This design comes from an exercise in tuning for small area, a short achievable clock period and few clock cycles per item on the open sky130 flow, not from production work.
RTL that was checked went through simulation tests only; none was proved equivalent to the original.

==> run a <==
Design dma_top, start of the top module:
module dma_top (
    input  wire        clk,
    input  wire        reset,
    input  wire        trigger,
    input  wire [4:0]  length,
    input  wire [31:0] source_address,
    input  wire [31:0] destination_address,
    output wire        done,
    output wire [31:0] ARADDR,
    output wire        ARVALID,
    input  wire        ARREADY,
    input  wire [31:0] RDATA,
    input  wire        RVALID,
    output wire        RREADY,
    output wire [31:0] AWADDR,
    output wire        AWVALID,
    input  wire        AWREADY,
    output wire [31:0] WDATA,
    output wire        WVALID,
    input  wire        WREADY,
    input  wire        BVALID,
    output wire        BREADY
);
==> module master_dma, before the edit <==
module master_dma (
    input  wire        clk,
    input  wire        reset,
    input  wire        trigger,
    input  wire [4:0]  length,
    input  wire [31:0] source_address,
    input  wire [31:0] destination_address,
    output wire        done,
    output wire [31:0] ARADDR,
    output wire        ARVALID,
    input  wire        ARREADY,
    input  wire [31:0] RDATA,
    input  wire        RVALID,
    output wire        RREADY,
    output wire [31:0] AWADDR,
    output wire        AWVALID,
    input  wire        AWREADY,
    output wire [31:0] WDATA,
    output wire        WVALID,
    input  wire        WREADY,
    input  wire        BVALID,
    output wire        BREADY
);
wire [2:0] words = length[4:2];
reg       started;      
reg       done_r;       
reg       b_is_last;    
reg [2:0] b_count;      
wire active = started | trigger;
addr_channel u_ar (.clk(clk), .reset(reset), .base(source_address), .words(words),
                   .active(active), .started(started), .ready(ARREADY),
                   .valid(ARVALID), .addr(ARADDR));
addr_channel u_aw (.clk(clk), .reset(reset), .base(destination_address), .words(words),
                   .active(active), .started(started), .ready(AWREADY),
                   .valid(AWVALID), .addr(AWADDR));
assign WVALID = RVALID & started;
assign WDATA  = RDATA;
assign RREADY = WREADY;
assign BREADY = 1'b1;
wire b_last = BVALID & b_is_last;
assign done = done_r | b_last;
wire [2:0] b_count_next = b_count + {2'd0, BVALID};
always @(posedge clk) begin
    if (reset) begin
        started   <= 1'b0;
        done_r    <= 1'b0;
        b_count   <= 3'd0;
    end else begin
        if (trigger)
            started <= 1'b1;
        if (b_last)
            done_r <= 1'b1;
        b_count   <= b_count_next;
    end
end
always @(posedge clk)
    b_is_last <= (b_count_next + 3'd1 == words);
endmodule
==> module addr_channel, before the edit <==
module addr_channel (
    input  wire        clk,
    input  wire        reset,
    input  wire [31:0] base,
    input  wire [2:0]  words,
    input  wire        active,
    input  wire        started,
    input  wire        ready,
    output wire        valid,
    output wire [31:0] addr
);
localparam GROUP = 4;                   
localparam NG = (27 + GROUP - 1) / GROUP;
reg           left;                     
reg  [2:0]    low;                      
reg  [NG-1:0] gcarry;                   
assign valid = left & active;
wire   accept = valid & ready;
assign addr[1:0] = base[1:0];
assign addr[4:2] = started ? low : base[4:2];
wire [2:0] low_next = addr[4:2] + {2'd0, accept};
wire [2:0] low_end  = base[4:2] + words;
wire       carry_next = gcarry[0] | (accept & (&addr[4:2]));
genvar k, g;
generate
    for (k = 5; k < 32; k = k + 1) begin : g_inc
        if ((k - 5) % GROUP == 0) begin : g_first
            assign addr[k] = base[k] ^ gcarry[(k - 5) / GROUP];
        end else begin : g_rest
            assign addr[k] = base[k] ^ (gcarry[(k - 5) / GROUP] & (&base[k-1:5 + GROUP * ((k - 5) / GROUP)]));
        end
    end
    for (g = 0; g < NG; g = g + 1) begin : g_carry
        wire next;
        if (g == 0) begin : g_low
            assign next = carry_next;
        end else begin : g_high
            assign next = carry_next & (&base[5 + GROUP * g - 1:5]);
        end
        always @(posedge clk) begin
            if (reset)
                gcarry[g] <= 1'b0;
            else
                gcarry[g] <= next;
        end
    end
endgenerate
always @(posedge clk)
    low <= low_next;
always @(posedge clk) begin
    if (reset)
        left <= 1'b1;
    else if (accept && low_next == low_end)
        left <= 1'b0;
end
endmodule
export LEC_CHECK = 0
export CAP_MARGIN = 20
export CORE_MARGIN = 2
export CORE_UTILIZATION = 55
export SETUP_SLACK_MARGIN = 1.3
export SLEW_MARGIN = 20
create_clock -name core_clock -period 3.5 [get_ports {clk}]
standard.sh (not shown) runs the stock make flow with config.mk's settings and CLKGATE_MAP_FILE= SYNTH_SCRIPT=/design/flow/synth_recipe.tcl, a recipe that flattens the netlist after the stock synthesis.
==> flow/flow/run.sh <==
#!/bin/bash
# ORFS layout with two changes from the standard one:
#  - synthesis maps the logic with a plain delay-oriented ABC script (no
#    full/half-adder extraction, no ABC buffering or resizing); everything else
#    in synthesis, including the registers, is the standard synthesis;
#  - the port buffers are the smallest buffer cell.
set -euo pipefail
here=$(pwd)
rm -rf "$here/scripts_abc"
cp -r "$FLOW_HOME/scripts" "$here/scripts_abc"
printf '&get -n\n&st\n&dch\n&nf -p\n&put\n' > "$here/scripts_abc/abc_speed.script"
bash standard.sh "SCRIPTS_DIR=$here/scripts_abc" 'ADDER_MAP_FILE=' synth > synth.log 2>&1
bash standard.sh 'BUFFER_PORTS_ARGS=-buffer_cell sky130_fd_sc_hd__buf_1' finish > layout.log 2>&1
==> run b: changes against run a <==
--- a/flow/design.v
+++ b/flow/design.v
@@ -24,61 +24,57 @@
 wire [2:0] words = length[4:2];
 reg       started;      
 reg       done_r;       
-reg       b_is_last;    
+reg [2:0] ar_count;     
+reg [2:0] aw_count;     
 reg [2:0] b_count;      
-wire active = started | trigger;
-addr_channel u_ar (.clk(clk), .reset(reset), .base(source_address), .words(words),
-                   .active(active), .started(started), .ready(ARREADY),
-                   .valid(ARVALID), .addr(ARADDR));
-addr_channel u_aw (.clk(clk), .reset(reset), .base(destination_address), .words(words),
-                   .active(active), .started(started), .ready(AWREADY),
-                   .valid(AWVALID), .addr(AWADDR));
+wire active = started ? ~done_r : trigger;
+assign ARVALID = active & (ar_count != words);
+assign AWVALID = active & (aw_count != words);
+addr_offset u_araddr (.clk(clk), .reset(reset), .base(source_address), .count(ar_count),
+                      .accept(ARVALID & ARREADY), .addr(ARADDR));
+addr_offset u_awaddr (.clk(clk), .reset(reset), .base(destination_address), .count(aw_count),
+                      .accept(AWVALID & AWREADY), .addr(AWADDR));
 assign WVALID = RVALID & started;
 assign WDATA  = RDATA;
 assign RREADY = WREADY;
 assign BREADY = 1'b1;
-wire b_last = BVALID & b_is_last;
+wire b_last = BVALID & started & (b_count + 3'd1 == words);
 assign done = done_r | b_last;
-wire [2:0] b_count_next = b_count + {2'd0, BVALID};
 always @(posedge clk) begin
     if (reset) begin
-        started   <= 1'b0;
-        done_r    <= 1'b0;
-        b_count   <= 3'd0;
+        started  <= 1'b0;
+        done_r   <= 1'b0;
+        ar_count <= 3'd0;
+        aw_count <= 3'd0;
+        b_count  <= 3'd0;
     end else begin
         if (trigger)
             started <= 1'b1;
         if (b_last)
             done_r <= 1'b1;
-        b_count   <= b_count_next;
+        if (ARVALID && ARREADY)
+            ar_count <= ar_count + 3'd1;
+        if (AWVALID && AWREADY)
+            aw_count <= aw_count + 3'd1;
+        if (BVALID && started)
+            b_count <= b_count + 3'd1;
     end
 end
-always @(posedge clk)
-    b_is_last <= (b_count_next + 3'd1 == words);
 endmodule
-module addr_channel (
+module addr_offset (
     input  wire        clk,
     input  wire        reset,
     input  wire [31:0] base,
-    input  wire [2:0]  words,
-    input  wire        active,
-    input  wire        started,
-    input  wire        ready,
-    output wire        valid,
+    input  wire [2:0]  count,
+    input  wire        accept,
     output wire [31:0] addr
 );
-localparam GROUP = 4;                   
+localparam GROUP = 9;                   
 localparam NG = (27 + GROUP - 1) / GROUP;
-reg           left;                     
-reg  [2:0]    low;                      
 reg  [NG-1:0] gcarry;                   
-assign valid = left & active;
-wire   accept = valid & ready;
+wire          carry_next = gcarry[0] | (accept & (&addr[4:2]));
 assign addr[1:0] = base[1:0];
-assign addr[4:2] = started ? low : base[4:2];
-wire [2:0] low_next = addr[4:2] + {2'd0, accept};
-wire [2:0] low_end  = base[4:2] + words;
-wire       carry_next = gcarry[0] | (accept & (&addr[4:2]));
+assign addr[4:2] = base[4:2] + count;
 genvar k, g;
 generate
     for (k = 5; k < 32; k = k + 1) begin : g_inc
@@ -103,14 +99,6 @@
         end
     end
 endgenerate
-always @(posedge clk)
-    low <= low_next;
-always @(posedge clk) begin
-    if (reset)
-        left <= 1'b1;
-    else if (accept && low_next == low_end)
-        left <= 1'b0;
-end
 endmodule
 module dma_top (
     input  wire        clk,
==> flow/flow/run.sh (replaced) <==
#!/bin/bash
# Standard ORFS layout, with the port buffers made from the smallest buffer
# cell and the adders left to ABC (no full/half-adder cell extraction).
set -euo pipefail
bash standard.sh 'BUFFER_PORTS_ARGS=-buffer_cell sky130_fd_sc_hd__buf_1' 'ADDER_MAP_FILE=' finish > orfs_make.log 2>&1
- CORE_UTILIZATION: 55 -> 45
- SETUP_SLACK_MARGIN: 1.3 -> 0.6
==> summary of the runs <==
Of run a and run b, run a has the higher global-route usage (gap 2.6 points).
In run a the cell area is higher than in run b, by about 9%.
Of run a and run b, run b has the higher critical path depth (gap 2).
Of run b and run a, run a has the higher cell count (gap about 0.24%, measured against run a).
Testbench counts of run a, summed over its fixed seeds: cycles 29,253, words 9,566.
Only the layout flow was run in run b; the RTL was not checked for function there.

## port drivers added, routing unchanged
How much do the figures lean on ideal ports? The routed layouts below were timed once more, with nothing changed but the port constraints. Step 1 sets driving cells, clkbuf_16 on the clock port and buf_2 on the other inputs (assumed; they add their load-dependent delay and slew). Step 2, shift: input delay + t, output delay - t, t = (earliest + latest rising clock arrival at the registers) / 2. This alone moves slack from input paths to output paths. a / b / c = ideal / step 1 / step 2; a / b = the first two.
| run | t, ns | slack for setup (ns) | hold WS [ns] |
|---|---|---|---|
| run a | 0.303 | 1.366 / 1.335 / 1.095 | 0.483 / 0.483 / 0.483 |
| run b | 0.276 | 0.721 / 0.687 / 0.687 | 0.549 / 0.549 / 0.549 |
After both steps every run listed still meets setup and hold. The setup slack of run a, which loses most, moves by -0.031 ns with the drivers and by -0.271 ns with both steps.
